This design comes from an exercise in tuning for a short achievable clock period and few clock cycles on the open sky130 flow, not from production work.
Only simulation tests tie the RTL to the original design; equivalence was not proved.
Power figures rest on the tool's default switching activity, not on a simulated workload.

===== flow/run.sh =====
#!/bin/bash
# synth_recipe.tcl (not shown) runs the flow's synth.tcl, then flattens the netlist and writes it again
# the make line also repeats each setting of config.mk as NAME=value (left out here)
make -C /OpenROAD-flow-scripts/flow DESIGN_CONFIG=/design/flow/config.mk WORK_HOME=/design/flow/orfs CLKGATE_MAP_FILE= SYNTH_SCRIPT=/design/flow/synth_recipe.tcl finish

===== flow/config.mk =====
export PLATFORM = sky130hd
export DESIGN_NAME = pipelineProcessor
export DESIGN_NICKNAME = pipelineProcessor
export VERILOG_FILES = /design/flow/design.v
export SDC_FILE = /design/flow/constraint.sdc
export NUM_CORES = 4
export LEC_CHECK = 0
export CAP_MARGIN = 20
export CORE_MARGIN = 2
export CORE_UTILIZATION = 40
export PLACE_DENSITY = 0.6
export SLEW_MARGIN = 20

===== flow/constraint.sdc =====
create_clock -name core_clock -period 9.0 [get_ports {clk}]
set_input_delay 1.8000 -clock core_clock [delete_from_list [all_inputs] [get_ports {clk}]]
set_output_delay 1.8000 -clock core_clock [all_outputs]
set_load 0.01 [all_outputs]

===== flow/design.v =====
module pc_counter(
		input clk,
		input reset,
		input [31:0] next_addr,
		output reg [31:0] current,
		input hazardStall);
	always @(posedge clk) begin
		if (reset == 1)
			current <= 32'h00003000;
		else if (hazardStall == 0)
			current <= next_addr;
	end
endmodule
module alu( output reg[31:0] aluresult, output zero,
            input[3:0] operation, input[31:0] data_a, input [31:0] data_b );
  assign zero = (aluresult == 32'b0);
  always @(*) begin
    case (operation)
      4'b0000: begin  
        aluresult = data_a & data_b;
      end
      4'b0001: begin  
        aluresult = data_a | data_b;
      end
      4'b0010: begin  
        aluresult = data_a + data_b;
      end
      4'b0110: begin  
        aluresult = data_a - data_b;
      end
      4'b0111: begin  
        if  
          ((data_a[31] == 1) && (data_b [31] == 0))
          begin
          aluresult = 1;
        end
       else if  
          ((data_b[31] == 1) && (data_a [31] == 0))
          begin
          aluresult = 0;
        end
        else  
        begin
          aluresult =  data_a < data_b ? 1 : 0;
      end
      end
      4'b1100: begin  
        aluresult = ~( data_a  | data_b );
      end
      default: begin
        aluresult = data_a + data_b;
      end
    endcase
  end
endmodule
module mux32_2_1(
	input s,
	input [31:0] in0,
	input [31:0] in1,
	output reg [31:0] out
	);
	always @(*)
		if (s==1) begin
			out = in1;
		end
		else begin
			out = in0;
		end
endmodule
module InstructionFetch(
    input clk,
		input reset,
		output [31:0] inst_addr,
		input [31:0] aluAddresult,
		output [31:0] instr_add_4,
		input pcSrc,
		input hazardStall,  
		input jump,
		input [31:0] jumpMux1
		);
	wire [31:0] next_addr;
	pc_counter pc_counter(
	    .clk (clk),
			.reset    (reset   ), 	 
			.next_addr    (next_addr), 	 
			.current  (inst_addr),	 
			.hazardStall(hazardStall));
	wire [31:0] mux2mux;
	mux32_2_1 mux32_2_1_b (
			.s    (pcSrc   ),  
			.in0  (instr_add_4 ),   
			.in1  (aluAddresult ),  
			.out  (mux2mux ));  
	alu aluPLus4 (
			.aluresult  (instr_add_4),  
			.zero       (      ), 		
			.operation  (4'b0010 ), 	 
			.data_a     (inst_addr), 	 
			.data_b     (32'd4    ));		 
  mux32_2_1 mux32_2_1_j (
			.s    (jump   ),  
			.in0  (mux2mux ),   
			.in1  (jumpMux1),  
			.out  (next_addr ));  
endmodule
module IFIDPipeReg(
		input reset,
		input[31:0] instr_add_4,
		output reg [31:0] IFIDinstr_add_4,
		input[31:0] instr,
		output reg [31:0] IFIDinstr,
		input ifFlush,  
		input stall,
		input clk);  
	always @(posedge clk)
	begin
		if (reset == 1) begin
			IFIDinstr <= 32'h0000;
		end
		else if (stall == 1) begin
			IFIDinstr <= IFIDinstr;
		end
		else if (ifFlush == 1) begin
			IFIDinstr <= 32'h0000;
		end
		else begin
			IFIDinstr_add_4 <= instr_add_4;
			IFIDinstr <= instr;
		end
	end
endmodule
module controlunit ( output reg regdest, output reg jump, output reg branch, output reg memread,
                     output reg memtoreg, output reg memwrite, output reg alusrc, output reg regwrite,
                     output reg[1:0] aluop, input [5:0] opcode );
  always @(*) begin
    {regdest, alusrc, memtoreg, regwrite, memread, memwrite, branch, jump, aluop}=10'b0000000000;
    case (opcode)
      6'b000000: begin  
        regdest = 1;
        regwrite = 1;
        aluop = 2'b10;
      end
      6'b100011: begin  
        alusrc = 1;
        memtoreg = 1;
        regwrite = 1;
        memread = 1;
      end
      6'b101011: begin  
        alusrc = 1;
	   memwrite = 1;
      end
      6'b000100: begin  
        branch = 1;
        aluop = 2'b01;
      end
      6'b001000: begin  
        regwrite = 1;
	alusrc = 1;
      end
      6'b001001: begin  
        regwrite = 1;
	   alusrc = 1;
      end
      6'b000010: begin  
        jump = 1;
      end
    endcase
  end
endmodule
module sign_extend(
	input [15:0] extendMe,
	output reg [31:0] extended);
	always @(*)
		begin if
				(extendMe[15] == 0)
			extended =  {16'b0000000000000000, extendMe};
		else
			extended =  {16'b1111111111111111, extendMe};
		end
endmodule
module shiftleft2(
	input [29:0] shiftMe,
	output reg [31:0] shifted);
	always @(*) begin
		shifted = {shiftMe[29:0], 2'b00};
	end
endmodule
module combineSLPC4(
	input [3:0] aluPlus4,
	input [25:0] instr,
	output reg [31:0] out
	);
	always @(*) begin
		out = {aluPlus4, instr, 2'b00};
	end
endmodule
module reg_file(
input [4:0] readReg1, readReg2, writeReg,
input [31:0] writeData,
input regWrite, clk,
output reg [31:0] readData1, readData2
);
reg [31:0] regFile [31:0];
always @(*) begin
	if (readReg1 == 0)
		readData1 = 0;
	else if (regWrite && writeReg == readReg1)
		readData1 = writeData;
	else
		readData1 = regFile[readReg1];
	if (readReg2 == 0)
		readData2 = 0;
	else if (regWrite && writeReg == readReg2)
		readData2 = writeData;
	else
		readData2 = regFile[readReg2];
end
always @(posedge clk) begin
	if (regWrite && writeReg != 0)
		regFile[writeReg] <= writeData;
end
endmodule
module comparator(
		input [31:0] readData1,
		input [31:0] readData2,
		output reg IFFlush,
		input [5:0] IFIDinstr,
		output reg PCSrc,
		output reg jump,
		output zero
		);
	alu alu (
			.aluresult  (  ),
			.zero       (zero      ),
			.operation  (4'b0110 ),
			.data_a     (readData1    ),
			.data_b     (readData2    ));
	always @(*) begin
    case (IFIDinstr)
      6'b000010: begin
		IFFlush = 1;
		PCSrc = 0;
		jump = 1;
      end
      6'b000100: begin  
		IFFlush = zero;
		PCSrc = zero;
		jump = 0;
      end
      default: begin
        IFFlush = 0;
		PCSrc = 0;
		jump = 0;
      end
    endcase
  end
endmodule
module andGate(input in0, input in1, output reg out);
	always @(*) begin
		if ((in0 == 1 ) && (in1 == 1))
				out = 1;
		else
			out = 0;
		end
endmodule
module InstructionDecode(
		input [31:0] IFIDinstr,
		input [31:0] IFIDinstr_add_4,
		output [31:0] aluAddresult,
		input [4:0] writeReg,
		input [31:0] writeData,
		input regWrite,
		input clk,
		input stall,
		output [31:0] readData1,
		output [31:0] data_out,
		output ifflush,
		output pcSrc,
		output [31:0] signExtended,
		output jump,
		output [31:0] aluAddB
		);
	wire [31:0] branchOffset;
	sign_extend sign_extend (
			.extendMe  (IFIDinstr[15:0]),  
			.extended  (signExtended));  
	shiftleft2 shiftleft2 (
			.shiftMe  (signExtended[29:0]),   
			.shifted  (branchOffset ));		 
	alu aluAdd (
			.aluresult  (aluAddresult ),  
			.zero       (      ),  
			.operation  (4'b0010),  
			.data_a     (IFIDinstr_add_4  ),   
			.data_b     (branchOffset    ));  
	combineSLPC4 combineSLPC4 (
		.aluPlus4  (IFIDinstr_add_4[31:28]),  
		.instr  (IFIDinstr[25:0] ),  
		.out  (aluAddB ));	 
	reg_file reg_file (
			.readReg1   (IFIDinstr[25:21]),  
			.readReg2   (IFIDinstr[20:16]),  
			.writeReg   (writeReg  ),    
			.writeData  (writeData ),    
			.regWrite   (regWrite  ),    
			.clk        (clk       ),    
			.readData1  (readData1 ),    
			.readData2  (data_out ));   
	wire ifflushInternal, pcSrcAnd, jumpInternal, zero;
	comparator c1(
			.readData1 (readData1),
			.readData2 (data_out),
			.IFFlush (ifflushInternal),
			.IFIDinstr (IFIDinstr[31:26]),
			.PCSrc (pcSrcAnd),
			.jump (jumpInternal),
			.zero (zero));
	wire go = ~stall;
	andGate andGate (
		.in0  (ifflushInternal ),
		.in1  (go ),
		.out  (ifflush ));
	andGate andGate2 (
		.in0  (pcSrcAnd ),
		.in1  (go ),
		.out  (pcSrc ));
	andGate andGate3 (
		.in0  (jumpInternal ),
		.in1  (go ),
		.out  (jump ));
endmodule
module IDEXPipeReg(
	input reset,
	input bubble,
	input regdestID,
	input mem_readID,
	input memtoregID,
	input MemWriteSafe,
	input alusrcID,
	input RegWriteHazardSafe,
	input [1:0] aluopID,
	output reg regdest,
	output reg mem_readEX,
	output reg memtoregEX,
	output reg MemWriteSafeEX,
	output reg alusrc,
	output reg RegWriteHazardSafeEX,
	output reg [1:0] aluop,
	input  [31:0] readData1ID,
	input  [31:0] readData2ID,
	output reg [31:0] readData1EX,
	output reg  [31:0] readData2EX,
	input [31:0] extendedID,
	output reg [31:0] extendedEX,
	input [31:0] IFIDinstr,
	output reg [31:0] IDEXinstr,
	input clk);
	always @(posedge clk)
	begin
		if (reset == 1 || bubble == 1) begin
			mem_readEX <= 0;
			MemWriteSafeEX <= 0;
			RegWriteHazardSafeEX <= 0;
		end
		else begin
			mem_readEX <= mem_readID;
			MemWriteSafeEX <= MemWriteSafe;
			RegWriteHazardSafeEX <= RegWriteHazardSafe;
		end
		regdest <= regdestID;
		memtoregEX <= memtoregID;
		alusrc <= alusrcID;
		aluop <= aluopID;
		readData1EX <= readData1ID;
		readData2EX <= readData2ID;
		extendedEX <= extendedID;
		IDEXinstr <= IFIDinstr;
	end
endmodule
module alu_control(input[1:0] aluop, input[5:0] funct, output reg[3:0] operation );
  always @(*) begin
    if (aluop == 2'b00)
      operation = 4'b0010;       
    else if (aluop == 2'b01)
      operation = 4'b0110;       
    else if (aluop == 2'b10 && funct == 6'b100000)
      operation = 4'b0010;       
    else if (aluop[1] == 1 && funct == 6'b100010)
      operation = 4'b0110;        
    else if (aluop == 2'b10 && funct == 6'b100100)
      operation = 4'b0000;       
    else if (aluop == 2'b10 && funct== 6'b100101)
      operation = 4'b0001;       
    else if (aluop == 2'b10 && funct == 6'b101010)
      operation = 4'b0111;       
    else
      operation = 4'b0010;       
  end
endmodule
module mux4_4_1(
		input [31:0] IDEX,
		input [31:0] EXMEM,
		input [31:0] MEMWB,
		input [1:0] s,
		output reg [31:0] aluInput);
	always @(*)
	    case (s)
     2'b10 : begin 
        aluInput = EXMEM;
      end
     2'b01 : begin 
        aluInput = MEMWB;
      end
     default : begin 
        aluInput = IDEX;
      end
	    endcase
endmodule
module mux4_2_1(
		input [4:0] in0,
		input [4:0] in1,
		input s,
		output reg [4:0] out);
	always @(*)
		if (s==1) begin
			out = in1;
	 end
	 else begin
			out = in0;
	 end
endmodule
module execute(
		input [1:0] alu_op,
		output [31:0] data_addrEXMEM,
		input [31:0] IDEXreadData1,
		input [31:0] IDEXreadData2,
		input [31:0] EXMEMresult,
		input [31:0] MEMWBresult,
		input [31:0] IDEXsignExtended,
		input [31:0] IDEXinstr,
		input alu_src,
		input [1:0] fwdA,
		input [1:0] fwdB,
		input regdest,
		output [4:0] writeReg,
		output [31:0] fwdBMux
		);
	wire [3:0] operation;
	alu_control alu_control (
			.aluop      (alu_op),   
			.funct      (IDEXinstr[5:0]     ),  
			.operation  (operation ));  
	wire [31:0] readData1;
	wire [31:0] readData2;
	mux4_4_1 fwdmuxa (
			.IDEX      (IDEXreadData1     ),
			.EXMEM     (EXMEMresult       ),
			.MEMWB     (MEMWBresult       ),
			.s         (fwdA        ),
			.aluInput  (readData1 ));
	mux4_4_1 fwdmuxb (
			.IDEX      (IDEXreadData2     ),
			.EXMEM     (EXMEMresult       ),
			.MEMWB     (MEMWBresult       ),
			.s         (fwdB        ),
			.aluInput  (fwdBMux ));
	mux32_2_1 mux32_2_1 (
			.s    (alu_src   ),
			.in0  (fwdBMux ),
			.in1  (IDEXsignExtended ),
			.out  (readData2 ));
	alu aluMain (
			.aluresult  (data_addrEXMEM),
			.zero       (      ),
			.operation  (operation ),
			.data_a     (readData1    ),
			.data_b     (readData2    ));
	mux4_2_1 mux4_2_1 (
			.in0  (IDEXinstr[20:16]),
			.in1  (IDEXinstr[15:11]),
			.s    (regdest),
			.out  (writeReg));
endmodule
module EXMEMPipeReg(
		input reset,
		input [4:0] writeRegEX,
		input [31:0] data_addrEX,
		input [31:0] writeDataEX,
		input mem_readEX, memwrite,
		input RegWriteEx, memtoregEX,
		output reg [4:0] writeRegMEM,
		output reg [31:0] data_addr,
		output reg [31:0] writeData,
		output reg mem_read, mem_write,
		output reg RegWriteMem, memtoregMEM,
		input clk);
	always @(posedge clk) begin
		if (reset == 1) begin
			mem_read <= 0;
			mem_write <= 0;
			RegWriteMem <= 0;
		end
		else begin
			mem_read <= mem_readEX;
			mem_write <= memwrite;
			RegWriteMem <= RegWriteEx;
		end
		writeRegMEM <= writeRegEX;
		data_addr <= data_addrEX;
		writeData <= writeDataEX;
		memtoregMEM <= memtoregEX;
	end
endmodule
module MEMWBPipeReg(
	input reset,
	input [31:0] read_data,
	input [31:0] data_addr,
	input [4:0] writeRegMem,
	input regWriteMem,
	input memtoregMem,
	output reg [31:0] read_dataIF,
	output reg [31:0] data_addrIF,
	output reg [4:0] writeRegMemIF,
	output reg regWrite,
	output reg memtoreg,
	input clk);
	always @(posedge clk) begin
		if (reset == 1)
			regWrite <= 0;
		else
			regWrite <= regWriteMem;
		data_addrIF <= data_addr;
		memtoreg <= memtoregMem;
		writeRegMemIF <= writeRegMem;
		read_dataIF <= read_data;
	end
endmodule
module HazardDetector(
		input [4:0] IDEXinstrRt2016,
		input [4:0] IFIDinstrRs2521,
		input [4:0] IFIDinstrRt2016,
		input IDEXMemRead,
		input IDbranch,
		input IDEXRegWrite,
		input [4:0] IDEXWriteReg,
		input EXMEMRegWrite,
		input [4:0] EXMEMWriteReg,
		output reg stall,
		input RegWrite,
		input MemWrite,
		output reg RegWriteSafe,
		output reg MemWriteSafe);
	reg loadUse, branchWait;
	always @(*) begin
		loadUse = (IDEXMemRead == 1) &&
			((IDEXinstrRt2016 == IFIDinstrRs2521) || (IDEXinstrRt2016 == IFIDinstrRt2016));
		branchWait = (IDbranch == 1) && (
			((IDEXRegWrite == 1) && (IDEXWriteReg != 0) &&
			 ((IDEXWriteReg == IFIDinstrRs2521) || (IDEXWriteReg == IFIDinstrRt2016))) ||
			((EXMEMRegWrite == 1) && (EXMEMWriteReg != 0) &&
			 ((EXMEMWriteReg == IFIDinstrRs2521) || (EXMEMWriteReg == IFIDinstrRt2016))));
		stall = loadUse || branchWait;
		if (stall) begin
			RegWriteSafe = 0;
			MemWriteSafe = 0;
		end
		else begin
			RegWriteSafe = RegWrite;
			MemWriteSafe = MemWrite;
		end
	end
endmodule
module ForwardingUnit(
		input [4:0] IDEXinstrRt2016,
		input [4:0] IDEXinstrRs2521,
		input EXMEMRegWrite,
		input [4:0] EXMEMRegRd1511,
		input MEMWBRegWrite,
		input [4:0] MEMWBRegRd1511,
		output reg [1:0] fwdA,
		output reg [1:0] fwdB
		);
	always @(*)
	begin
		fwdA = 2'b00;
		fwdB = 2'b00;
		if ((EXMEMRegWrite == 1) && (EXMEMRegRd1511 != 0)) begin
			if (EXMEMRegRd1511 == IDEXinstrRs2521) begin
				fwdA = 2'b10;
			end
			if (EXMEMRegRd1511 == IDEXinstrRt2016) begin
				fwdB = 2'b10;
			end
		end
		if ((EXMEMRegWrite == 0) || (EXMEMRegRd1511 == 0 || EXMEMRegRd1511 != IDEXinstrRs2521)) begin
			if ((MEMWBRegWrite == 1) && (MEMWBRegRd1511 != 0)) begin
				if (MEMWBRegRd1511 == IDEXinstrRs2521) begin
					fwdA = 2'b01;
				end
			end
		end
		if ((EXMEMRegWrite == 0) || (EXMEMRegRd1511 == 0 || EXMEMRegRd1511 != IDEXinstrRt2016)) begin
			if ((MEMWBRegWrite == 1) && (MEMWBRegRd1511 != 0)) begin
				if (MEMWBRegRd1511 == IDEXinstrRt2016) begin
					fwdB = 2'b01;
				end
			end
		end
	end
endmodule
module pipelineProcessor(
	input clk,
	input reset,
	output [31:0]  inst_addr,
	input  [31:0]  instr,
	output [31:0]  data_addr,
	output  [31:0]  data_out,
	output        mem_read,
	output          mem_write,
	input  [31:0]  data_in
	);
	wire [31:0] instr_add_4;
	wire [31:0] aluAddresult;
	wire [31:0] IFIDinstr;
	wire [31:0] jumpMux1;
	wire pcSrc, jump, stall, ifFlush;
	InstructionFetch InstructionFetch (
	  .clk   (clk),
		.reset         (reset        ),
		.inst_addr     (inst_addr    ),
		.aluAddresult  (aluAddresult ),
		.instr_add_4   (instr_add_4  ),
		.pcSrc         (pcSrc        ),
		.hazardStall	(stall ),
		.jump         (jump),
		.jumpMux1     (jumpMux1));
	wire [31:0] IFIDinstr_add_4;
	IFIDPipeReg IFIDPipeReg (
		.reset            (reset           ),
		.instr_add_4      (instr_add_4     ),
		.IFIDinstr_add_4  (IFIDinstr_add_4 ),
		.instr            (instr           ),
		.IFIDinstr        (IFIDinstr       ),
		.ifFlush          (ifFlush         ),
		.stall            (stall           ),
		.clk              (clk             ));
	wire [1:0] aluopID;
	wire regdestID, jumpID, branchID, mem_readID, memtoregID, MemWriteHazard;
	wire alusrcID, RegWriteHazard;
	controlunit controlunit (
		.regdest   (regdestID  ),
		.jump      (jumpID     ),
		.branch    (branchID   ),
		.memread   (mem_readID  ),
		.memtoreg  (memtoregID ),
		.memwrite  (MemWriteHazard ),
		.alusrc    (alusrcID   ),
		.regwrite  (RegWriteHazard ),
		.aluop     (aluopID    ),
		.opcode    (IFIDinstr[31:26]   ));
	wire [31:0] readData1ID;
	wire [31:0] readData2ID;
	wire [31:0] signExtended;
	wire [4:0] writeReg;
	wire [31:0] writeData;
	wire regWrite;
	InstructionDecode InstructionDecode (
		.IFIDinstr        (IFIDinstr       ),
		.IFIDinstr_add_4  (IFIDinstr_add_4 ),
		.aluAddresult     (aluAddresult    ),
		.writeReg         (writeReg        ),
		.writeData        (writeData       ),
		.regWrite         (regWrite        ),
		.clk              (clk             ),
		.stall            (stall           ),
		.readData1        (readData1ID       ),
		.data_out         (readData2ID        ),
		.ifflush          (ifFlush         ),
		.pcSrc            (pcSrc           ),
		.signExtended     (signExtended    ),
		.jump 			  (jump)			,
		.aluAddB		  (jumpMux1));
	wire [31:0] extendedEX;
	wire [31:0] IDEXreadData1, IDEXreadData2, IDEXinstr2;
	wire [1:0] alu_op;
	wire regdest, mem_readEX, memtoregEX, mem_writeEX, alusrc, RegWriteEx;
	wire RegWriteSafe, MemWriteSafe;
	IDEXPipeReg IDEXPipeReg (
		.reset                 (reset                ),
		.bubble                (stall                ),
		.regdestID             (regdestID            ),
		.mem_readID            (mem_readID           ),
		.memtoregID            (memtoregID           ),
		.MemWriteSafe          (MemWriteSafe         ),
		.alusrcID              (alusrcID             ),
		.RegWriteHazardSafe    (RegWriteSafe  		 ),
		.aluopID               (aluopID              ),
		.regdest               (regdest              ),
		.mem_readEX            (mem_readEX           ),
		.memtoregEX            (memtoregEX           ),
		.MemWriteSafeEX        (mem_writeEX       ),
		.alusrc                (alusrc               ),
		.RegWriteHazardSafeEX  (RegWriteEx		 ),
		.aluop                 (alu_op                ),
		.readData1ID           (readData1ID          ),
		.readData2ID           (readData2ID          ),
		.readData1EX           (IDEXreadData1          ),
		.readData2EX           (IDEXreadData2          ),
		.extendedID            (signExtended           ),
		.extendedEX            (extendedEX           ),
		.IFIDinstr			   (IFIDinstr			  ),
		.IDEXinstr				(IDEXinstr2			  ),
		.clk                   (clk                  ));
	wire [31:0] data_addrEX;
	wire [1:0] fwdA, fwdB;
	wire [4:0] writeRegEX;
	wire [31:0] writeDataEX;
	execute execute (
		.alu_op            (alu_op           ),
		.data_addrEXMEM    (data_addrEX   ),
		.IDEXreadData1     (IDEXreadData1    ),
		.IDEXreadData2     (IDEXreadData2    ),
		.EXMEMresult       (data_addr      ),
		.MEMWBresult       (writeData      ),
		.IDEXsignExtended  (extendedEX  ),
		.IDEXinstr         (IDEXinstr2        ),
		.alu_src           (alusrc          ),
		.fwdA              (fwdA             ),
		.fwdB              (fwdB             ),
		.regdest           (regdest          ),
		.writeReg          (writeRegEX       ),
		.fwdBMux		   (writeDataEX		));
	wire [4:0] writeRegMEM;
	wire RegWriteMem, memtoregMEM;
	EXMEMPipeReg EXMEMPipeReg (
		.reset        (reset       ),
		.writeRegEX   (writeRegEX  ),
		.data_addrEX  (data_addrEX ),
		.writeDataEX  (writeDataEX ),
		.mem_readEX   (mem_readEX  ),
		.memwrite     (mem_writeEX    ),
		.RegWriteEx   (RegWriteEx  ),
		.memtoregEX   (memtoregEX  ),
		.writeRegMEM  (writeRegMEM ),
		.data_addr    (data_addr   ),
		.writeData    (data_out   ),
		.mem_read     (mem_read    ),
		.mem_write    (mem_write   ),
		.RegWriteMem  (RegWriteMem ),
		.memtoregMEM  (memtoregMEM ),
		.clk          (clk         ));
	wire [31:0] read_dataIF, data_addrIF;
	wire memtoreg;
	MEMWBPipeReg MEMWBPipeReg (
		.reset          (reset         ),
		.read_data      (data_in     ),
		.data_addr      (data_addr     ),
		.writeRegMem    (writeRegMEM   ),
		.regWriteMem    (RegWriteMem  ),
		.memtoregMem    (memtoregMEM   ),
		.read_dataIF    (read_dataIF   ),
		.data_addrIF    (data_addrIF   ),
		.writeRegMemIF  (writeReg ),
		.regWrite       (regWrite      ),
		.memtoreg       (memtoreg      ),
		.clk            (clk           ));
	mux32_2_1 mux32_2_1data (
		.s    (memtoreg   ),
		.in0  (data_addrIF ),
		.in1  (read_dataIF ),
		.out  (writeData ));
	HazardDetector HazardDetector (
		.IDEXinstrRt2016  (IDEXinstr2[20:16] ),
		.IFIDinstrRs2521  (IFIDinstr[25:21] ),
		.IFIDinstrRt2016  (IFIDinstr[20:16] ),
		.IDEXMemRead      (mem_readEX     ),
		.IDbranch         (branchID        ),
		.IDEXRegWrite     (RegWriteEx      ),
		.IDEXWriteReg     (writeRegEX      ),
		.EXMEMRegWrite    (RegWriteMem     ),
		.EXMEMWriteReg    (writeRegMEM     ),
		.stall            (stall           ),
		.RegWrite         (RegWriteHazard        ),
		.MemWrite         (MemWriteHazard        ),
		.RegWriteSafe     (RegWriteSafe    ),
		.MemWriteSafe     (MemWriteSafe    ));
	ForwardingUnit ForwardingUnit (
		.IDEXinstrRt2016  (IDEXinstr2[20:16] ),
		.IDEXinstrRs2521  (IDEXinstr2[25:21] ),
		.EXMEMRegWrite    (RegWriteMem   ),
		.EXMEMRegRd1511   (writeRegMEM  ),
		.MEMWBRegWrite    (regWrite   ),
		.MEMWBRegRd1511   (writeReg  ),
		.fwdA             (fwdA            ),
		.fwdB             (fwdB            ));
endmodule

==> run notes <==
==> kinds of logic (layout without fill, tap and decap cells) <==
kind of cell / after synthesis / after routing / share of synthesized area, %
compound gates: 823 / 823 / 7.92
other cells: 1 / 35 / 0.00552
simple gates: 795 / 795 / 5.56
buf+inv: 513 / 741 / 2.98
flops: 1372 / 1372 / 56.0
fa+ha+maj: 165 / 165 / 3.07
xor+xnor: 125 / 125 / 1.65
mux: 750 / 750 / 22.8
==> sequential cells by signal, indices dropped and copies added, names as in the netlist, 2 cells and up, named ones only <==
signal	cells
EXMEMPipeReg.data_addr	32
EXMEMPipeReg.writeData	32
EXMEMPipeReg.writeRegMEM	5
IDEXPipeReg.IDEXinstr	26
IDEXPipeReg.aluop	2
IDEXPipeReg.readData1EX	32
IDEXPipeReg.readData2EX	32
IFIDPipeReg.IFIDinstr	32
IFIDPipeReg.IFIDinstr_add_4	32
InstructionDecode.reg_file.regFile	1024
InstructionFetch.pc_counter.current	32
MEMWBPipeReg.data_addrIF	32
MEMWBPipeReg.read_dataIF	32
MEMWBPipeReg.writeRegMemIF	5
==> cell usage in the layout, fill, tap and decap left out, types with 20 or more instances in the layout <==
cell,n
and3_1,23
clkdlybuf4s50_1,162
ha_1,160
clkbuf_1,28
clkinv_2,26
dfxtp_1,304
nor3_1,44
or2_2,37
mux4_2,637
o22ai_1,33
mux2i_1,78
a21oi_1,182
edfxtp_1,1056
conb_1,32
a21o_1,37
a22oi_1,102
nor2_4,33
o21bai_1,29
nand2b_1,20
o21ai_0,197
xnor2_1,69
nand4_1,24
a221oi_1,24
nand3_1,57
mux2_2,34
or3_1,28
inv_1,198
nor2_1,232
nand2_1,205
a31oi_1,23
buf_4,86
a211oi_1,53
xor2_1,54
clkbuf_16,155
==> layer usage <==
layer  GRT usage, %  share of wire, %
met4           7.26               2.9
met2           38.9                48
met1           33.2                40
met5              0             0.017
met3           3.81               8.6
==> final timing paths <==
check | from | end | slack, ns
setup / recovery | flop | InstructionFetch.pc_counter.current[16] | 1.40
hold / removal | IDEXPipeReg.memtoregEX | EXMEMPipeReg.memtoregMEM | 0.33
setup reg to reg | flop | InstructionFetch.pc_counter.current[16] | 1.40
hold reg to reg | IDEXPipeReg.memtoregEX | EXMEMPipeReg.memtoregMEM | 0.33
==> power by group <==
part           switching [mW]  total (mW)  internal [mW]
registers               0.345        8.24           7.90
clock network            2.66        6.38           3.72
logic                    2.90        4.49           1.59
==> stage by stage <==
stage | hold WS (ns) | utilization [%] | std cells | instance area [µm²]
global placement | 0.312 | 42.9 | 6746 | 72500
detailed placement | 0.313 | 42.9 | 6747 | 72500
floorplan | 0.310 | - | 4575 | 68100
CTS | 0.327 | 45.9 | 7021 | 77600
global route | 0.339 | 45.9 | 7021 | 77600
finish | 0.328 | 45.9 | 7024 | 77600
==> final cells by class <==
class                      instances  area share [%]
sequential                      1372            49.0
timing repair buffer             268            3.41
inverter                         199           0.962
clock buffer                     193            5.31
antenna                            3         0.00967
multi-input combinational       2690            36.5
tap                             2218            3.57
clock inverter                    81            1.23
==> critical path: stages (launching register included) <==
cell and delay (ns):
dfxtp_4 0.71, buf_4 0.45, mux4_2 0.55, mux4_2 0.50, mux2i_1 0.81, nand2_1 0.14, o21ai_0 0.10, or2_2 0.16
ha_1 0.24, o21a_1 0.14, a21boi_2 0.27, o2111ai_1 0.32, a2111oi_0 0.61, o211ai_1 0.17, and3_1 0.22, o2111ai_1 0.28
nor4b_4 0.13, and2_1 0.21, buf_4 0.22, nor2_1 0.75, a22oi_1 0.21, a211oi_1 0.26
==> summary.md <==
| Metric | Value |
|---|---|
| Critical path class | reg2reg |
| Post-layout nets | 4912 |
| 1st-pass router iterations | 6 |
| Worst R2R Path Depth | 21 |
| Setup Fix Bufs, Post-CTS | 0 |
| Area of the multi-input gates | 28300 µm² |
| Setup TNS | 0 ns |
| Overflow after GRT | 0 |
| Die width | 416 µm |
| H-tree levels | 4 |
| TritonCTS clock tree | built |
| Worst-path clk slew | 0.06 ns |
| Final Hold Fails | 0 |
| Pre-CTS setup slack | 1.44 ns |
| Worst EP required | 9.70 ns |
| DR vias/cell | 6.26 |
| CP Capture Type | flop |
| IO Pins | 164 |
| Synth Register Bits | 1372 |
| Largest net degree at the start of global routing | 71 |
| Largest cells by area after synthesis | edfxtp_1 47%, mux4_2 21%, dfxtp_1 9.3% |
| CTS Buf Count | 150 |
| Synth top area share | 46.7% |
| YS warnings | 19 |
| Number of remaining DRC errors | 0 |
| Max Buffers Root-to-Sink | 3 |
| Wire per inst | 29.8 µm |
| Status | finished clean |
| Number of flops mapped to enable cells by yosys | 1056 |
| Max-slew violation count | 0 |
| Register area | 38100 µm² |
| PwrDens | 246 nW/µm² |
| Post-route antenna net violation count | 0 |
| Height of the die | 416 µm |
| GRT Util Overall | 24.0% |
| VDD IR max | 0.000204 V |
| Global-route wire length before repair | 303000 µm |
| Fillcell total | 14549 |
| Max Clk Rate | 132 MHz |
| Final worst clock skew | 0.0366 ns |
| Worst hold path class | reg2reg |
| Initial antenna violation count | 11 |
| Drt total wl | 209000 µm |
| Worst slew margin | 24.0% |
| Port buffer count | 163 |
| Initial Util | 40.2% |
| Clk Latency, worst-skew pair | 0.82 ns |
| Synth Area per Inst | 15.0 µm² |
| Final Total Pwr | 19.1 mW |
| Asr flop ratio synth | 0% |
| Number of global-route vias before repair | 43146 |
| Min cycle time layout | 7.60 ns |
| Syn Std Cell Area | 67900 µm² |
| Sequential area share after synthesis | 56.0% |
| Post-CTS Resized | 0 |
| Ys flop type | edfxtp_1 |
| Tcrit/Tclk final | 84.5% |
| FP Rows | 151 |
| Syn Inst Count | 4544 |
| Crit path DAT | 8.30 ns |
| DP HPWL | 130000 µm |
| Dominant cell type by area after synthesis | edfxtp_1 |
| RSZ-0062 raised after global routing | no |
| CTS Hold Bufs | 0 |
| Die area | 173000 µm² |
| Layout cells sized above 1 | 23.5% |
| Gpl congestion | 0.912 |
| Tightest Pin Transition | 1.14 ns |
| Max FO, Critical Path | 27 |
| Post-synth top cells | 1056 x edfxtp_1, 637 x mux4_2, 316 x dfxtp_1, 265 x nor2_1, 222 x clkbuf_1 |
| Root buf cell | clkbuf_16 |
| Lkg Pwr | 25.9 nW |
| Core ar. | 169000 µm² |
| Most frequent cell after synthesis | edfxtp_1 |
| Final setup margin | 1.40 ns |
| Crit start category | flop |
| Initial drt markers | 5016 |
| Clk sinks | 1372 |
| Final setup fails | 0 |
| Max cap viols | 0 |
| Hold path depth | 0 |
| Area Growth Syn to Fin | 14.2% |
| Synth unique cells | 91 |
| DR vias | 43958 |
Testbench counts, summed over its fixed seeds: cycles 82,488.

port drivers added, routing unchanged:
How much do the figures lean on ideal ports? The routed layout below was timed once more, with nothing changed but the port constraints. Step 1 sets driving cells, clkbuf_16 on the clock port and buf_2 on the other inputs (assumed; they add their load-dependent delay and slew). Step 2, shift: input delay + t, output delay - t, t = (earliest + latest rising clock arrival at the registers) / 2. This alone moves slack from input paths to output paths. Three values: no drivers, after step 1, after step 2; two values: the first two.
shift t [ns]: 0.885
setup slack, ns: 1.399 / 1.399 / 1.399
hold slack, ns: 0.328 / 0.328 / 0.328
worst slew at a driven data input, ns: 0.09
After both steps setup and hold are still met in this run. The setup slack of this run moves by 0.000 ns with the drivers and by 0.000 ns with both steps.
